Background: an optimization exercise with open tools, aiming at small area. Do not read the settings as production practice. The RTL was checked by simulation tests, not by an equivalence proof against the original design. Power is estimated from default activity; no workload was simulated.

before:
## NEO
module NEO (Enable, Load, clk, rst, Full, Data_out, Data_in, write_en);
For scale: roughly 1200 cells after synthesis, about 54 I/O pins, roughly 0.012 mm² of cells after synthesis.
export LEC_CHECK = 0
export CAP_MARGIN = 20
export CORE_MARGIN = 2
export CORE_UTILIZATION = 40
export SLEW_MARGIN = 20
export SYNTH_HIERARCHICAL = 1
create_clock -name core_clock -period 9.0 [get_ports {clk}]
standard.sh (not shown) runs the stock make flow with config.mk's settings and CLKGATE_MAP_FILE= SYNTH_SCRIPT=/design/flow/synth_recipe.tcl, a recipe that flattens the netlist after the stock synthesis.
==> flow/flow/run.sh <==
#!/bin/bash
# Own layout flow: the standard ORFS flow (standard.sh, unchanged
# synthesis), with these changes to the layout steps:
#  - port buffers use the smallest buffer cell (every port still gets one);
#  - ABC's buffers are removed at floorplan and global placement is not
#    timing driven (no gain-based rebuffering; timing repair still runs);
#  - clock tree built from small clock buffers, without dummy loads;
#  - no repair after global routing (its parasitic estimate is pessimistic);
#    instead the post-CTS timing repair aims 0.1 ns above zero slack.
# Each step's output goes to its own log here; ORFS's own logs are under orfs/logs.
set -euo pipefail
export BUFFER_PORTS_ARGS="-buffer_cell sky130_fd_sc_hd__buf_1"
export REMOVE_ABC_BUFFERS=1
export GPL_TIMING_DRIVEN=0
export SKIP_INCREMENTAL_REPAIR=1
export SETUP_SLACK_MARGIN=0.1
export CTS_ARGS="-sink_clustering_enable -repair_clock_nets -dont_use_dummy_load -buf_list sky130_fd_sc_hd__clkbuf_4 -root_buf sky130_fd_sc_hd__clkbuf_8"
bash standard.sh synth > synth.log 2>&1
bash standard.sh finish > layout.log 2>&1
before completed; timing, DRC and antenna clean
## Diff of input files: after against before
--- a/flow/design.v
+++ b/flow/design.v
@@ -7,26 +7,22 @@
   wire start = state & ~Full;
   assign write_en = start & Load;
   always @(posedge clk or posedge rst)
     if (rst) state <= 1'b0;
     else if (state) state <= ~Full;
     else state <= Enable;
   reg signed [15:0] PP, Prev, Current, Ahead;
   wire [31:0] psi;
-  wire ld = start & ~rst;
-  wire hold = ~start & ~rst;
-  wire [15:0] ldv = {16{ld}};
-  wire [15:0] holdv = {16{hold}};
-  always @(posedge clk) begin
-    PP <= (ldv & Prev) | (holdv & PP);
-    Prev <= (ldv & Current) | (holdv & Prev);
-    Current <= (ldv & Ahead) | (holdv & Current);
-    Ahead <= (ldv & Data_in) | (holdv & Ahead);
-  end
+  always @(posedge clk)
+    if (rst) begin
+      PP <= 0; Prev <= 0; Current <= 0; Ahead <= 0;
+    end else if (start) begin
+      PP <= Prev; Prev <= Current; Current <= Ahead; Ahead <= Data_in;
+    end
   assign Data_out = psi;
   wire n0 = Prev[1] & ~Prev[0];
   wire n1 = Prev[2] ^ Prev[1];
   wire n2 = (Prev[3] & ~Prev[2] & ~Prev[1]) | (~Prev[3] & Prev[2] & Prev[1]);
   wire n3 = ~(~Prev[3] & (Prev[2] | Prev[1]));
   wire n4 = ~(Prev[0] ^ n3);
   wire n5 = ~(Prev[1] ^ n3);
   wire n6 = ~n3;
==> comparison <==
Per the comparison of after with before, routed wire length down 1.6%, relative slew slack lower, critical path depth went up, cell count increased 100, share of cell area taken by flip-flops and latches ~0 delta. The critical path's slowest cell comes out sky130_fd_sc_hd__fa_1 in one run and sky130_fd_sc_hd__dfxtp_1 in the other, namely in after and before respectively. On cell area, before tracks after almost exactly. before → after: fraction of power consumed by sequential logic saw a decrease, count of TritonRoute iterations in the first routing pass did not really move. For first-pass GRT wire length, after and before come out practically identical. Taking before as the reference point, the part of the total power dissipated in the clock network of after rises by 0.5 points.

--- another note on this design; it stands on its own ---

run M:
## NEO
module NEO (Enable, Load, clk, rst, Full, Data_out, Data_in, write_en);
Size: ~65 flip-flops.
==> flow/config.mk <==
export PLATFORM = sky130hd
export DESIGN_NAME = NEO
export DESIGN_NICKNAME = NEO
export VERILOG_FILES = /design/flow/design.v
export SDC_FILE = /design/flow/constraint.sdc
export NUM_CORES = 4
export LEC_CHECK = 0
export CAP_MARGIN = 20
export CORE_MARGIN = 2
export CORE_UTILIZATION = 40
export SLEW_MARGIN = 20
export SYNTH_HIERARCHICAL = 1
==> flow/constraint.sdc <==
create_clock -name core_clock -period 9.0 [get_ports {clk}]
set_input_delay 1.8000 -clock core_clock [delete_from_list [all_inputs] [get_ports {clk}]]
set_output_delay 1.8000 -clock core_clock [all_outputs]
set_load 0.01 [all_outputs]
standard.sh (not shown) runs the stock make flow with config.mk's settings and CLKGATE_MAP_FILE= SYNTH_SCRIPT=/design/flow/synth_recipe.tcl, a recipe that flattens the netlist after the stock synthesis.
==> flow/flow/run.sh <==
#!/bin/bash
# Own layout flow: the standard ORFS flow (standard.sh, unchanged
# synthesis), with these changes to the layout steps:
#  - port buffers use the smallest buffer cell (every port still gets one);
#  - ABC's buffers are removed at floorplan and global placement is not
#    timing driven (no gain-based rebuffering; timing repair still runs);
#  - clock tree built from small clock buffers, without dummy loads.
# Each step's output goes to its own log here; ORFS's own logs are under orfs/logs.
set -euo pipefail
export BUFFER_PORTS_ARGS="-buffer_cell sky130_fd_sc_hd__buf_1"
export REMOVE_ABC_BUFFERS=1
export GPL_TIMING_DRIVEN=0
export SKIP_INCREMENTAL_REPAIR=1
export SETUP_SLACK_MARGIN=0.2
export CTS_ARGS="-sink_clustering_enable -repair_clock_nets -dont_use_dummy_load -buf_list sky130_fd_sc_hd__clkbuf_4 -root_buf sky130_fd_sc_hd__clkbuf_8"
bash standard.sh synth > synth.log 2>&1
bash standard.sh finish > layout.log 2>&1
The inputs of run B differ from those of run M as listed below.
--- a/flow/flow/run.sh
+++ b/flow/flow/run.sh
@@ -12,5 +12,5 @@
 export GPL_TIMING_DRIVEN=0
 export SKIP_INCREMENTAL_REPAIR=1
-export SETUP_SLACK_MARGIN=0.2
+export SETUP_SLACK_MARGIN=0.1
 export CTS_ARGS="-sink_clustering_enable -repair_clock_nets -dont_use_dummy_load -buf_list sky130_fd_sc_hd__clkbuf_4 -root_buf sky130_fd_sc_hd__clkbuf_8"
 bash standard.sh synth > synth.log 2>&1
[summary]
- First-pass GRT wire length across run M and run B: no real change.
- Reported for run M and run B, instance count after placement with tap cells included turned out identical to the last digit.
- Sequential cell area down about 0.4% in run B wrt run M
- Diff run M..run B | count of vias placed by the detailed router | negligible
- Run M -> run B: area of all placed cells without fillers flat
- Worst hold slack of run M is on par with run B.
- Run B ended up with a lower upper clock frequency limit than run M did.
- Run M has higher least setup slack across all paths after layout than run B.

==> afterwards: timing with drivers on the ports <==
No port has a modelled driver above. Below, the same layouts with a new extraction and two added sets of constraints.
Step 1 sets driving cells, clkbuf_16 on the clock port and buf_2 on the other inputs (assumed; they add their load-dependent delay and slew).
Step 2 times the ports against the registers' clock, not the clock port: input delays grow and output delays shrink by t, the midpoint of the rising clock arrivals with the driver on.
a / b / c = no drivers / after step 1 / after step 2; a / b = the first two.
run | t (ns) | slack for setup (ns) | worst hold slack (ns) | slew at the worst register clock pin (ns) | worst slew at a driven data input, ns
before | 0.359 | 0.262 / 0.225 / 0.584 | 0.451 / 0.451 / 0.451 | 0.08 / 0.08 | 0.04
after | 0.369 | 0.211 / 0.178 / 0.547 | 0.451 / 0.451 / 0.451 | 0.07 / 0.07 | 0.03
run M | 0.370 | 0.244 / 0.211 / 0.582 | 0.449 / 0.449 / 0.449 | 0.07 / 0.07 | 0.03
run B | 0.369 | 0.211 / 0.178 / 0.547 | 0.451 / 0.451 / 0.451 | 0.07 / 0.07 | 0.03
After both steps setup and hold are still met in every run listed.
